Source: an optimization exercise on an open RTL-to-GDS flow (aim: small area and a short achievable clock period). Production flows keep margins and buffers that such runs may drop.
Only simulation tests tie the RTL to the original design; equivalence was not proved.

`flow/constraint.sdc`:
```
create_clock -name core_clock -period 7.0 [get_ports {clk}]
set_input_delay 1.4000 -clock core_clock [delete_from_list [all_inputs] [get_ports {clk}]]
set_output_delay 1.4000 -clock core_clock [all_outputs]
set_load 0.01 [all_outputs]
```
`flow/run.sh`:
```
#!/bin/bash
# synth_recipe.tcl (not shown) runs the flow's synth.tcl, then flattens the netlist and writes it again
# the make line also repeats each setting of config.mk as NAME=value (left out here)
make -C /OpenROAD-flow-scripts/flow DESIGN_CONFIG=/design/flow/config.mk WORK_HOME=/design/flow/orfs CLKGATE_MAP_FILE= SYNTH_SCRIPT=/design/flow/synth_recipe.tcl finish
```
`flow/config.mk`:
```
export PLATFORM = sky130hd
export DESIGN_NAME = pipelined_fpadder
export DESIGN_NICKNAME = pipelined_fpadder
export VERILOG_FILES = /design/flow/design.v
export SDC_FILE = /design/flow/constraint.sdc
export NUM_CORES = 4
export LEC_CHECK = 0
export CAP_MARGIN = 20
export CORE_MARGIN = 2
export CORE_UTILIZATION = 40
export SETUP_SLACK_MARGIN = 0.3
export SLEW_MARGIN = 20
```
`flow/design.v`:
```
`timescale 1ns / 1ps
module fadd_align (a,b,sub,s_is_nan,s_is_inf,inf_nan_frac,sign,temp_exp,
op_sub,large_frac24,small_frac24);  
	input [15:0] a,b;
	input sub;
	output [10:0] small_frac24;
	output [10:0] large_frac24;
	output [9:0] inf_nan_frac;
	output [4:0] temp_exp;
	output s_is_nan;
	output s_is_inf;
	output sign;
	output op_sub;
	wire [15:0] fp_large =  a;
	wire [15:0] fp_small =  b;
	wire fp_large_hidden_bit = |fp_large[14:10];
	wire fp_small_hidden_bit = |fp_small[14:10];
	wire [10:0] large_frac24 = {fp_large_hidden_bit,fp_large[9:0]};
	wire [10:0] small_frac24 = {fp_small_hidden_bit,fp_small[9:0]};
	assign temp_exp = fp_large[14:10]+fp_small[14:10]-15;
	assign sign =b[15] ^ a[15];
	wire fp_large_expo_is_ff = &fp_large[14:10];  
	wire fp_small_expo_is_ff = &fp_small[14:10];
	wire fp_large_frac_is_00 = ~|fp_large[9:0];  
	wire fp_small_frac_is_00 = ~|fp_small[9:0];
	wire fp_large_is_inf=fp_large_expo_is_ff & fp_large_frac_is_00;
	wire fp_small_is_inf=fp_small_expo_is_ff & fp_small_frac_is_00;
	wire fp_large_is_nan=fp_large_expo_is_ff & ~fp_large_frac_is_00;
	wire fp_small_is_nan=fp_small_expo_is_ff & ~fp_small_frac_is_00;
	assign s_is_inf = fp_large_is_inf | fp_small_is_inf;
	wire s_is_nan = fp_large_is_nan | fp_small_is_nan | ((sub ^ fp_small[15] ^ fp_large[15]) & fp_large_is_inf & fp_small_is_inf);
	wire [9:0] nan_frac = (a[8:0] > b[8:0])?	{1'b1,a[8:0]} : {1'b1,b[8:0]};
	assign inf_nan_frac = s_is_nan? nan_frac : 10'h0;
endmodule
`timescale 1ns / 1ps
module reg_align_cal (a_rm,a_is_nan,a_is_inf,a_inf_nan_frac,a_sign,a_exp,
a_op_sub,a_large_frac,a_small_frac,clk,clrn,e,c_rm,
c_is_nan,c_is_inf,c_inf_nan_frac,c_sign,c_exp,
c_op_sub,c_large_frac,c_small_frac);  
	input [10:0] a_small_frac;
	input [10:0] a_large_frac;
	input [9:0] a_inf_nan_frac;
	input [4:0] a_exp;
	input [1:0] a_rm;
	input a_is_nan, a_is_inf, a_sign, a_op_sub;
	input e;  
	input clk, clrn;  
	output reg [10:0] c_small_frac;
	output reg [10:0] c_large_frac;
	output reg [9:0] c_inf_nan_frac;
	output reg [4:0] c_exp;
	output reg [1:0] c_rm;
	output reg c_is_nan,c_is_inf,c_sign,c_op_sub;
	always @ (posedge clk or negedge clrn) begin
		if (!clrn) begin
			c_rm <= 0;
			c_is_nan <= 0;
			c_is_inf <= 0;
			c_inf_nan_frac <= 0;
			c_sign <= 0;
			c_exp <= 0;
			c_op_sub <= 0;
			c_large_frac <= 0;
			c_small_frac <= 0;
		end else if (e) begin
			c_rm <= a_rm;
			c_is_nan <= a_is_nan;
			c_is_inf <= a_is_inf;
			c_inf_nan_frac <= a_inf_nan_frac;
			c_sign <= a_sign;
			c_exp <= a_exp;
			c_op_sub <= a_op_sub;
			c_large_frac <= a_large_frac;
			c_small_frac <= a_small_frac;
		end
	end
endmodule
`timescale 1ns / 1ps
module fadd_cal (op_sub,large_frac24,small_frac27, cal_frac);  
	input [10:0] large_frac24;
	input op_sub;
	input [10:0] small_frac27;
	output [26:0] cal_frac;
	assign cal_frac=small_frac27*large_frac24;
endmodule
`timescale 1ns / 1ps
module reg_cal_norm (c_rm,c_is_nan,c_is_inf,c_inf_nan_frac,c_sign,c_exp,
c_frac,clk,clrn,e,n_rm,n_is_nan,n_is_inf,
n_inf_nan_frac,n_sign,n_exp,n_frac);  
	input [26:0] c_frac;
	input [9:0] c_inf_nan_frac;
	input [4:0] c_exp;
	input [1:0] c_rm;
	input c_is_nan, c_is_inf, c_sign;
	input e;  
	input clk, clrn;  
	output reg [26:0] n_frac;
	output reg [9:0] n_inf_nan_frac;
	output reg [4:0] n_exp;
	output reg [1:0] n_rm;
	output reg n_is_nan,n_is_inf,n_sign;
	always @ (posedge clk or negedge clrn) begin
		if (!clrn) begin
			n_rm <= 0;
			n_is_nan <= 0;
			n_is_inf <= 0;
			n_inf_nan_frac <= 0;
			n_sign <= 0;
			n_exp <= 0;
			n_frac <= 0;
		end else if (e) begin
			n_rm <= c_rm;
			n_is_nan <= c_is_nan;
			n_is_inf <= c_is_inf;
			n_inf_nan_frac <= c_inf_nan_frac;
			n_sign <= c_sign;
			n_exp <= c_exp;
			n_frac <= c_frac;
		end
	end
endmodule
`timescale 1ns / 1ps
module fadd_norm (rm,is_nan,is_inf,inf_nan_frac,sign,temp_exp,cf,s);
	input [26:0] cf;
	input [9:0] inf_nan_frac;
	input [4:0] temp_exp;
	input [1:0] rm;
	input is_nan,is_inf;
	input sign;
	output [15:0] s;
	wire [13:0] f3,f2,f1,f0;
	wire [14:0] cal_frac= cf[21:7];
	wire [3:0] zeros;
	assign zeros[3] = ~|cal_frac[13:6];  
	assign f3 = zeros[3]? {cal_frac[5:0],8'b0} : cal_frac[13:0];
	assign zeros[2] = ~|f3[13:10];  
	assign f2 = zeros[2]? {f3[9:0], 4'b0} : f3;
	assign zeros[1] = ~|f2[13:12];  
	assign f1 = zeros[1]? {f2[11:0], 2'b0} : f2;
	assign zeros[0] = ~f1[13];  
	assign f0 = zeros[0]? {f1[12:0], 1'b0} : f1;
	reg [13:0] frac0;
	reg [4:0] exp0;
	always @ * begin
		if (cal_frac[14]) begin
			frac0 = cal_frac[14:1];  
			exp0 = temp_exp + 5'h1;  
		end 
		else begin
			if ((temp_exp > zeros) && (f0[13])) begin  
				exp0 = temp_exp - zeros;
				frac0 = f0;  
			end
			else begin  
				exp0 = 0;
				if (temp_exp != 0)  
					frac0 = cal_frac[13:0] << (temp_exp - 5'h1);
				else frac0 = cal_frac[13:0];
			end
		end
	end
	wire frac_plus_1 =  
	~rm[1] & ~rm[0] & frac0[2] & (frac0[1] | frac0[0]) |
	~rm[1] & ~rm[0] & frac0[2] & ~frac0[1] & ~frac0[0] & frac0[3] |
	~rm[1] & rm[0] & (frac0[2] | frac0[1] | frac0[0]) & sign |
	rm[1] & ~rm[0] & (frac0[2] | frac0[1] | frac0[0]) & ~sign;
	wire [11:0] frac_round = {1'b0,frac0[13:3]} + frac_plus_1;
	wire [4:0] exponent = frac_round[11]? exp0 + 5'h1  : exp0 ;
	wire overflow = &exp0 | &exponent;
	assign s = final_result(overflow, rm, sign, is_nan, is_inf, exponent, frac_round[9:0], inf_nan_frac);
	function [15:0] final_result;
		input overflow;
		input [1:0] rm;
		input sign, is_nan, is_inf;
		input [4:0] exponent;
		input [9:0] fraction, inf_nan_frac;
		casex ({overflow, rm, sign, is_nan, is_inf})
			6'b1_00_x_0_x : final_result = {sign,5'h1f,10'h0};  
			6'b1_01_0_0_x : final_result = {sign,5'h1e,10'h3ff};  
			6'b1_01_1_0_x : final_result = {sign,5'h1f,10'h0};  
			6'b1_10_0_0_x : final_result = {sign,5'h1f,10'h0};  
			6'b1_10_1_0_x : final_result = {sign,5'h1e,10'h3ff};  
			6'b1_11_x_0_x : final_result = {sign,5'h1e,10'h3ff};  
			6'b0_xx_x_0_0 : final_result = {sign,exponent,fraction};  
			6'bx_xx_x_1_x : final_result = {1'b1,5'h1f,inf_nan_frac};  
			6'bx_xx_x_0_1 : final_result = {sign,5'h1f,inf_nan_frac};  
			default : final_result = {sign,5'h0,10'h0};  
		endcase
	endfunction
endmodule
`timescale 1ns / 1ps
module pipelined_fpadder (a,b,sub,rm,s,clk,clrn,e);  
	input clk, clrn;  
	input [15:0] a, b;  
	input [1:0] rm;  
	input sub;  
	input e;  
	output [15:0] s;  
	wire [10:0] a_small_frac;
	wire [10:0] a_large_frac;
	wire [9:0] a_inf_nan_frac;
	wire [4:0] a_exp;
	wire a_is_nan,a_is_inf;
	wire a_sign;
	wire a_op_sub;
	fadd_align alignment (a,b,sub,a_is_nan,a_is_inf,a_inf_nan_frac,a_sign,
	a_exp,a_op_sub,a_large_frac,a_small_frac);
	wire [10:0] c_small_frac;
	wire [10:0] c_large_frac;
	wire [9:0] c_inf_nan_frac;
	wire [4:0] c_exp;
	wire [1:0] c_rm;
	wire c_is_nan,c_is_inf;
	wire c_sign;
	wire c_op_sub;
	reg_align_cal reg_ac (rm,a_is_nan,a_is_inf,a_inf_nan_frac,a_sign,a_exp,
	a_op_sub,a_large_frac,a_small_frac,clk,clrn,e,
	c_rm,c_is_nan,c_is_inf,c_inf_nan_frac,c_sign,
	c_exp,c_op_sub,c_large_frac,c_small_frac);
	wire [26:0] c_frac;
	fadd_cal calculation (c_op_sub,c_large_frac,c_small_frac,c_frac);
	wire [26:0] n_frac;
	wire [9:0] n_inf_nan_frac;
	wire [4:0] n_exp;
	wire [1:0] n_rm;
	wire n_is_nan,n_is_inf;
	wire n_sign;
	reg_cal_norm reg_cn (c_rm,c_is_nan,c_is_inf,c_inf_nan_frac,c_sign,c_exp,
	c_frac,clk,clrn,e,n_rm,n_is_nan,n_is_inf,
	n_inf_nan_frac,n_sign,n_exp,n_frac);
	fadd_norm normalization (n_rm,n_is_nan,n_is_inf,n_inf_nan_frac,n_sign,
	n_exp,n_frac,s);
endmodule
```
==> results of run 1 <==
placed cells by master, fill, tap and decap left out, types with 10 or more instances in the layout:
| cell type | n |
|---|---|
| fa_1 | 81 |
| clkdlybuf4s50_1 | 36 |
| nor3_1 | 21 |
| a21oi_1 | 40 |
| nand3_1 | 23 |
| ha_1 | 78 |
| and2_1 | 53 |
| mux2_2 | 42 |
| nand2_1 | 117 |
| mux2i_1 | 21 |
| inv_1 | 132 |
| xnor2_1 | 27 |
| a211oi_1 | 11 |
| o21ai_0 | 38 |
| a31oi_1 | 10 |
| buf_4 | 78 |
| mux4_2 | 13 |
| dfrtp_1 | 68 |
| o21a_1 | 12 |
| a221oi_2 | 10 |
| nor2_1 | 57 |
registers in the layout, summed over array words and instances (netlist names):
register	flops
reg_cn.n_frac	15
reg_ac.c_large_frac	11
reg_ac.c_small_frac	11
reg_cn.n_inf_nan_frac	10
reg_ac.c_inf_nan_frac	9
reg_ac.c_exp	5
reg_cn.n_exp	5
reg_ac.c_rm	2
reg_cn.n_rm	2
reg_ac.c_is_inf	1
reg_ac.c_is_nan	1
reg_ac.c_sign	1
reg_cn.n_is_inf	1
reg_cn.n_sign	1
synth_stat cells (24+ instances only):
cell / count
a21oi_1: 43
and2_1: 54
clkbuf_1: 55
dfrtp_1: 75
fa_1: 81
ha_1: 83
inv_1: 132
mux2_2: 42
nand2_1: 118
nand3_1: 24
nor2_1: 58
o21ai_0: 40
xnor2_1: 27
repair_timing:
item / 4_1_cts / 5_1_grt
gates cloned: 0 / 2
buffers inserted: 13 / 20
endpoints found under the setup margin: 15 / 15
gates resized for setup: 70 / 58
pin swaps: 9 / 30
cells by family (layout without fill, tap and decap cells):
logic type	Yosys count	in the layout	synth area share, %
mux	76	76	9.81
xor+xnor	35	35	3.08
buf+inv	213	288	8.52
compound gates	222	223	15.7
simple gates	344	344	17.3
flops	75	75	18.9
fa+ha+maj	164	164	26.7
metrics by stage:
step,util (%),cell area (µm²),cells
2_1_floorplan,-,9950,1129
3_3_place_gp,44.7,10900,1477
3_5_place_dp,44.7,10900,1477
4_1_cts,46.9,11400,1506
5_1_grt,48.6,11900,1529
6_report,48.6,11900,1529
cell type report:
cell class                 instances  area, µm²
sequential                        75       1890
clock inverter                     7       82.6
inverter                         133        499
multi-input combinational        842       7600
timing repair buffer             139       1150
clock buffer                       9        225
fill                            2360      12500
tap                              324        405
routing by layer:
metal | vias up | global-route usage, % | routed length (µm)
met5 | - | 0 | 0
met4 | 0 | 7.16 | 762
met3 | 69 | 2.50 | 1570
met2 | 300 | 34.8 | 13100
met1 | 4275 | 32.0 | 13200
li1 | 4052 | - | -
worst register-to-register path: stages (launching register included):
cell      delay, ns
dfrtp_1        0.61
nand2_1        0.15
fa_1           0.52
fa_1           0.54
inv_1          0.05
fa_1           0.52
inv_1          0.05
fa_1           0.52
inv_1          0.05
fa_1           0.47
ha_1           0.32
nor2_1         0.05
nor2_1         0.17
inv_1          0.08
o311ai_0       0.59
nand3_1        0.19
nand3b_1       0.22
a21oi_1        0.11
xnor2_1        0.12
mux2_2         0.27
worst paths after layout:
| check | cells after the start | start | endpoint | slack, ns |
|---|---|---|---|---|
| setup / recovery | 25 | reg_cn.n_frac[10] | s[8] | 0.37 |
| hold / removal | 1 | reg_ac.c_inf_nan_frac[8] | reg_ac.c_inf_nan_frac[8] | 0.49 |
| setup reg to reg | 19 | reg_ac.c_large_frac[10] | reg_cn.n_frac[20] | 1.27 |
| hold reg to reg | 1 | reg_ac.c_inf_nan_frac[8] | reg_ac.c_inf_nan_frac[8] | 0.49 |
| max in group asynchronous | 1 | clrn | reg_cn.n_frac[11] | 5.10 |
| min in group asynchronous | 1 | clrn | reg_ac.c_sign | 1.21 |
==> results.json, run 1 <==
{
  "status": "complete, no violations",
  "rows": 57,
  "synth_top_cell_area_share_pct": 18.9,
  "place_ws_ns": 0.0925,
  "drt_iter0_markers": 524,
  "finalSetupTns_ns": 0,
  "crit_path_end_kind": "primary output",
  "dp_hpwl_mm": 21.8,
  "worst-path-buf-inv": 5,
  "yosys_warnings": 3,
  "crit_type": "reg -> out",
  "slew_violations": 0,
  "tritoncts": "built",
  "io_buffer_count": 53,
  "crit_arrival_ns": 5.23,
  "grt_pass1_wl_mm": 46.2,
  "antenna_cells": 0,
  "ys_ff_latch": 75,
  "ys_seq_area_share_pct": 18.9,
  "io-pin-count": 54,
  "synthCells": 1129,
  "drive_above_1_share_pct": 20.1,
  "fin_nets": 1402,
  "routabilityCongestion": 0.962,
  "final_hold_viol_count": 0,
  "grt_start_max_net_pins": 76,
  "avgSynthCellArea_um2": 8.81,
  "vias_per_cell": 5.69,
  "globalRouteOverflowTotal": 0,
  "clk_pin_slew_ns": 0.07,
  "cp_slowest_cell": "dfrtp_2",
  "min_period_ns": 6.63,
  "max_cap_viol_count": 0,
  "setup_viol_count_final": 0,
  "cp-start-kind": "flop",
  "cts.sinks": 75,
  "synth_edf_count": 0,
  "whs_ns": 0.488,
  "numCtsBuffers": 9,
  "clk_latency_ns": 0.34,
  "skew_ns": 0.00635,
  "cts_max_path_buffers": 2,
  "drc": 0,
  "synth_top_flop_cell": "dfrtp_1",
  "wire_per_inst_um": 18.7,
  "area_growth_pct": 19.1,
  "firstDrtPassIters": 5,
  "max_slew_margin_pct": 35.7,
  "synth.top_cells.by_area": "dfrtp_1, fa_1, ha_1, inv_1, mux2_2",
  "layout_setup_ws_ns": 0.366,
  "holdCritPathClass": "reg -> reg",
  "synth_area_mm2": 0.00995,
  "holdBufCountCts": 0,
  "root_buffer": "clkbuf_16",
  "finalWirelength_mm": 28.6,
  "detail-route-antenna-nets": 0,
  "synth.distinct_cells": 81,
  "grt_usage_pct": 22.1,
  "antenna_found_initial": 0,
  "worst_slew_pin_slew_ns": 0.965,
  "synth-async-reset-ratio_pct": 100,
  "first_global_vias": 8474,
  "post-route-period-util_pct": 94.8,
  "rsz0062_at_grt": "true",
  "max_stage_delay_ns": 0.46,
  "syn_nets": 1331,
  "die_area_mm2": 0.0261,
  "die_x_um": 162,
  "htree_levels": 3,
  "cpMostUsedCell": "buf_6",
  "crit_required_ns": 5.60,
  "dieHeight_um": 162,
  "cp_max_fo": 5,
  "cp_top_family": "compound AO/OA/AOI/OAI gates",
  "yosysTopAreaCell": "dfrtp_1",
  "via_count": 8696,
  "initial_core_util_pct": 40.8,
  "coreArea_mm2": 0.0244,
  "fmax_mhz": 151
}
==> run 2, diff against run 1 <==
==> flow/design.v (replaced) <==
`timescale 1ns / 1ps
module pipelined_fpadder (a,b,sub,rm,s,clk,clrn,e);
	input clk, clrn;
	input [15:0] a, b;
	input [1:0] rm;
	input sub;
	input e;
	output reg [15:0] s;
	wire [4:0] ea = a[14:10];
	wire [4:0] eb = b[14:10];
	wire ha = |ea;
	wire hb = |eb;
	wire [10:0] ma = {ha, a[9:0]};
	wire [10:0] mb = {hb, b[9:0]};
	wire [4:0] ee = ea + eb + 5'd17;           
	wire a_ff = &ea, b_ff = &eb;
	wire a_f0 = ~|a[9:0], b_f0 = ~|b[9:0];
	wire a_inf = a_ff & a_f0, b_inf = b_ff & b_f0;
	wire a_nan = a_ff & ~a_f0, b_nan = b_ff & ~b_f0;
	wire is_inf = a_inf | b_inf;
	wire is_nan = a_nan | b_nan | ((sub ^ a[15] ^ b[15]) & a_inf & b_inf);
	wire [8:0] nan9 = (a[8:0] > b[8:0]) ? a[8:0] : b[8:0];
	function [3:0] lzc11;
		input [10:0] m;
		integer i;
		begin
			lzc11 = 4'd11;
			for (i = 0; i <= 10; i = i + 1)
				if (m[i]) lzc11 = 4'd10 - i;
		end
	endfunction
	wire [3:0] la = lzc11(ma);
	wire [3:0] lb = lzc11(mb);
	wire [4:0] ll = la + lb;                   
	wire [4:0] mm = (ee == 5'd0) ? 5'd1 : ee;  
	wire ll_lt = ll < mm;
	wire [4:0] sh = ll_lt ? ll : mm;           
	wire [3:0] sa = (sh < {1'b0, la}) ? sh[3:0] : la;
	wire [4:0] sb5 = sh - {1'b0, sa};
	wire [3:0] sb = sb5[3:0];
	wire [10:0] ma_s = ma << sa;
	wire [10:0] mb_s = mb << sb;
	wire [3:0] shc = (sh > 5'd15) ? 4'd15 : sh[3:0];
	wire [4:0] eb1 = ee + 5'd1 - sh;
	reg [10:0] r_ma, r_mb;
	reg [4:0] r_eb;
	reg [3:0] r_sh;
	reg [1:0] r_rm;
	reg r_sign, r_x, r_nan, r_inf;
	always @(posedge clk or negedge clrn) begin
		if (!clrn) begin
			r_ma <= 0; r_mb <= 0; r_eb <= 0; r_sh <= 0; r_rm <= 0;
			r_sign <= 0; r_x <= 0; r_nan <= 0; r_inf <= 0;
		end else if (e) begin
			r_ma <= is_nan ? {2'b0, nan9} : ma_s;
			r_mb <= mb_s;
			r_eb <= eb1;
			r_sh <= shc;
			r_rm <= rm;
			r_sign <= a[15] ^ b[15];
			r_x <= ll_lt;
			r_nan <= is_nan;
			r_inf <= is_inf;
		end
	end
	wire [21:0] p = r_ma * r_mb;
	wire [14:0] msk = ~((15'h1 << r_sh) - 15'h1);
	wire [14:0] t = p[21:7] & msk;
	wire d = r_x & ~t[14];
	wire [13:0] f0 = d ? t[13:0] : t[14:1];
	wire rne = ~r_rm[1] & ~r_rm[0];
	wire rup = (~r_rm[1] & r_rm[0] & r_sign) | (r_rm[1] & ~r_rm[0] & ~r_sign);
	wire grs = f0[2] | f0[1] | f0[0];
	wire plus1 = rne & f0[2] & (f0[1] | f0[0] | f0[3]) | rup & grs;
	wire [11:0] fr = {1'b0, f0[13:3]} + plus1;
	wire cout = fr[11];
	wire [4:0] x0 = r_eb - d;
	wire [4:0] expo = f0[13] ? x0 + cout : 5'd0;
	wire ovf = f0[13] & ((&x0) | (&expo));
	wire [15:0] res =
		r_nan ? {1'b1, 5'h1f, 1'b1, r_ma[8:0]} :
		ovf ? ((rne | rup) ? {r_sign, 5'h1f, 10'h0} : {r_sign, 5'h1e, 10'h3ff}) :
		r_inf ? {r_sign, 5'h1f, 10'h0} :
		{r_sign, expo, fr[9:0]};
	always @(posedge clk or negedge clrn) begin
		if (!clrn) s <= 0;
		else if (e) s <= res;
	end
endmodule
==> results.json, run 2 <==
{
  "initial_core_util_pct": 40.3,
  "syn_nets": 1422,
  "globalRouteOverflowTotal": 0,
  "holdCritPathClass": "reg -> reg",
  "slew_violations": 0,
  "yosysTopAreaCell": "fa_1",
  "setup_viol_count_final": 26,
  "fin_nets": 1754,
  "rsz0062_at_grt": "true",
  "coreArea_mm2": 0.0241,
  "min_period_ns": 9.11,
  "cp_top_family": "adder cells",
  "root_buffer": "clkbuf_16",
  "tritoncts": "built",
  "final_cell_mix": "buf_4, inv_1, nand2_1",
  "die_x_um": 160,
  "final_hold_viol_count": 0,
  "synthMostInstantiatedCell": "inv_1",
  "drt_iter0_markers": 549,
  "hold_path_depth": 1,
  "antenna_cells": 0,
  "largest_reg_flops": 16,
  "violations": "negative setup slack",
  "fillerInstances": 2174,
  "io-pin-count": 54,
  "ys_ff_latch": 53,
  "cp_slowest_cell": "fa_2",
  "cp-start-kind": "flop",
  "crit_required_ns": 7.19,
  "postPlaceCellArea_mm2": 0.0124,
  "drc": 0,
  "cp_max_fo": 7,
  "synthCells": 1200,
  "crit_path_end_kind": "flop",
  "rows": 57,
  "worst-path-buf-inv": 3,
  "firstDrtPassIters": 5,
  "r2r_start": "r_mb[4]",
  "seqCellArea_mm2": 0.00135,
  "skew_ns": 0.00849,
  "vias_per_cell": 5.25,
  "reg2reg_to": "s[7]",
  "drive_above_1_share_pct": 36.8,
  "first_global_vias": 9601,
  "cts.sinks": 53,
  "cpMostUsedCell": "fa_1",
  "io_buffer_count": 53,
  "worst_slew_pin_slew_ns": 1.06,
  "htree_levels": 2,
  "grt_usage_pct": 23.0,
  "regMostFlops": "s",
  "synth.top_cells.by_area": "fa_1, dfrtp_1, ha_1, inv_1, and2_1",
  "finalWirelength_mm": 30.1,
  "clk_latency_ns": 0.30,
  "yosys_warnings": 1,
  "clk_pin_slew_ns": 0.08,
  "hold_path_end": "s[0]",
  "multiInputGateArea_mm2": 0.00855,
  "max_cap_viol_count": 0,
  "reg.largest.list": "s (16), r_ma (11), r_mb (11)",
  "layout_setup_ws_ns": -2.11,
  "grt_start_max_net_pins": 70,
  "max_stage_delay_ns": 0.57,
  "synth-async-reset-ratio_pct": 100,
  "final_common_cell": "buf_4",
  "fmax_mhz": 110,
  "numCtsBuffers": 5,
  "dp_hpwl_mm": 23.4,
  "crit_type": "reg -> reg",
  "r2r_cells": 37,
  "hold_start": "s[0]",
  "ys_seq_area_share_pct": 13.6,
  "avgSynthCellArea_um2": 8.10,
  "post-route-period-util_pct": 130,
  "ff2ff_setup_slack_ns": -2.11,
  "synth_area_mm2": 0.00973,
  "design_area_mm2": 0.0142,
  "synth_edf_count": 0,
  "detail-route-antenna-nets": 0,
  "dieHeight_um": 160,
  "via_count": 9754,
  "status": "finished with violations",
  "finalSetupTns_ns": -31.07,
  "cts_max_path_buffers": 2,
  "synth_top_flop_cell": "dfrtp_1",
  "routabilityCongestion": 0.923,
  "crit_arrival_ns": 9.31,
  "max_slew_margin_pct": 29.2,
  "ys_top_cells_by_count": "inv_1, nand2_1, ha_1",
  "die_area_mm2": 0.0256,
  "synth.distinct_cells": 84,
  "wire_per_inst_um": 16.2,
  "grt_pass1_wl_mm": 48.1,
  "synth_top_cell_area_share_pct": 17.1,
  "antenna_found_initial": 0,
  "holdBufCountCts": 0,
  "area_growth_pct": 46.5
}
-- run 2: cell type report --
class	instances	share of cell area, %
clock buffer	5	0.878
timing repair buffer	379	22.1
clock inverter	3	0.184
tap	324	2.85
inverter	171	4.57
sequential	53	9.46
multi-input combinational	922	60.0
-- run 2: timing repair --
action                     CTS  global route
setup endpoints to repair   37            37
pin swaps                   94            86
cloned                       1             0
gates resized for setup    200           127
setup buffers               70            26
-- run 2: metrics by stage --
stage / hold WS (ns) / util, % / worst slack [ns] / std cells
finish: 0.500 / 59.1 / -2.11 / 1857
CTS: 0.508 / 56.6 / -2.08 / 1831
global route: 0.518 / 59.1 / -2.47 / 1857
detailed placement: 0.487 / 51.6 / -2.55 / 1752
floorplan: 0.498 / - / -2.35 / 1200
global placement: 0.473 / 51.6 / -2.26 / 1752
-- run 2: cells by family after synthesis --
logic type	share of synthesized area, %
AO/OA/AOI/OAI	17.4
multiplexers	5.81
AND/OR/NAND/NOR	20.8
adder cells (fa/ha/maj)	30.1
XOR/XNOR	3.51
flip-flops	13.6
buffers and inverters	8.83
-- run 2: how the worst max path moves through the flow --
stage          startpoint  slack [ns]  depth (start not counted)    to
4_1_cts           r_ma[5]       -2.08                         37  s[7]
5_1_grt           r_mb[4]       -2.47                         37  s[7]
6_report          r_mb[4]       -2.11                         37  s[7]
2_1_floorplan     r_mb[8]       -2.35                         40  s[7]
3_5_place_dp      r_mb[4]       -2.55                         37  s[7]
3_3_place_gp      r_mb[4]       -2.26                         37  s[7]
-- run 2: metal layers --
| layer | part of all wire [%] | global-route usage, % | vias to the layer above |
|---|---|---|---|
| li1 | - | - | 4750 |
| met1 | 44 | 30.6 | 4722 |
| met2 | 49 | 40.6 | 235 |
| met3 | 3.6 | 1.51 | 47 |
| met4 | 2.8 | 6.63 | 0 |
| met5 | 0 | 0 | - |

==> port drivers added, routing unchanged <==
In the flow no input, the clock included, has a driving cell. The finished layouts below were timed again as built, in two steps. Step 1, drivers: a clkbuf_16 drives clk and a buf_2 each remaining input, both assumed. Step 2 adds t to the input delays and takes it off the output delays; t is the mean of the earliest and latest rising clock arrival at the registers after step 1. Input paths then give back, and output paths get back, about the clock's delay inside the block. Three values: ideal ports, drivers, drivers and shift; two values: the first two.
run | t (ns) | setup WS [ns] | hold WS [ns] | worst setup path at the end | latest minus earliest clock arrival (ns)
run 1 | 0.383 | 0.366 / 0.324 / 0.707 | 0.488 / 0.488 / 0.488 | register to output | 0.009 / 0.008
run 2 | 0.336 | -2.114 / -2.114 / -2.114 | 0.500 / 0.500 / 0.500 | register to register | 0.009 / 0.009
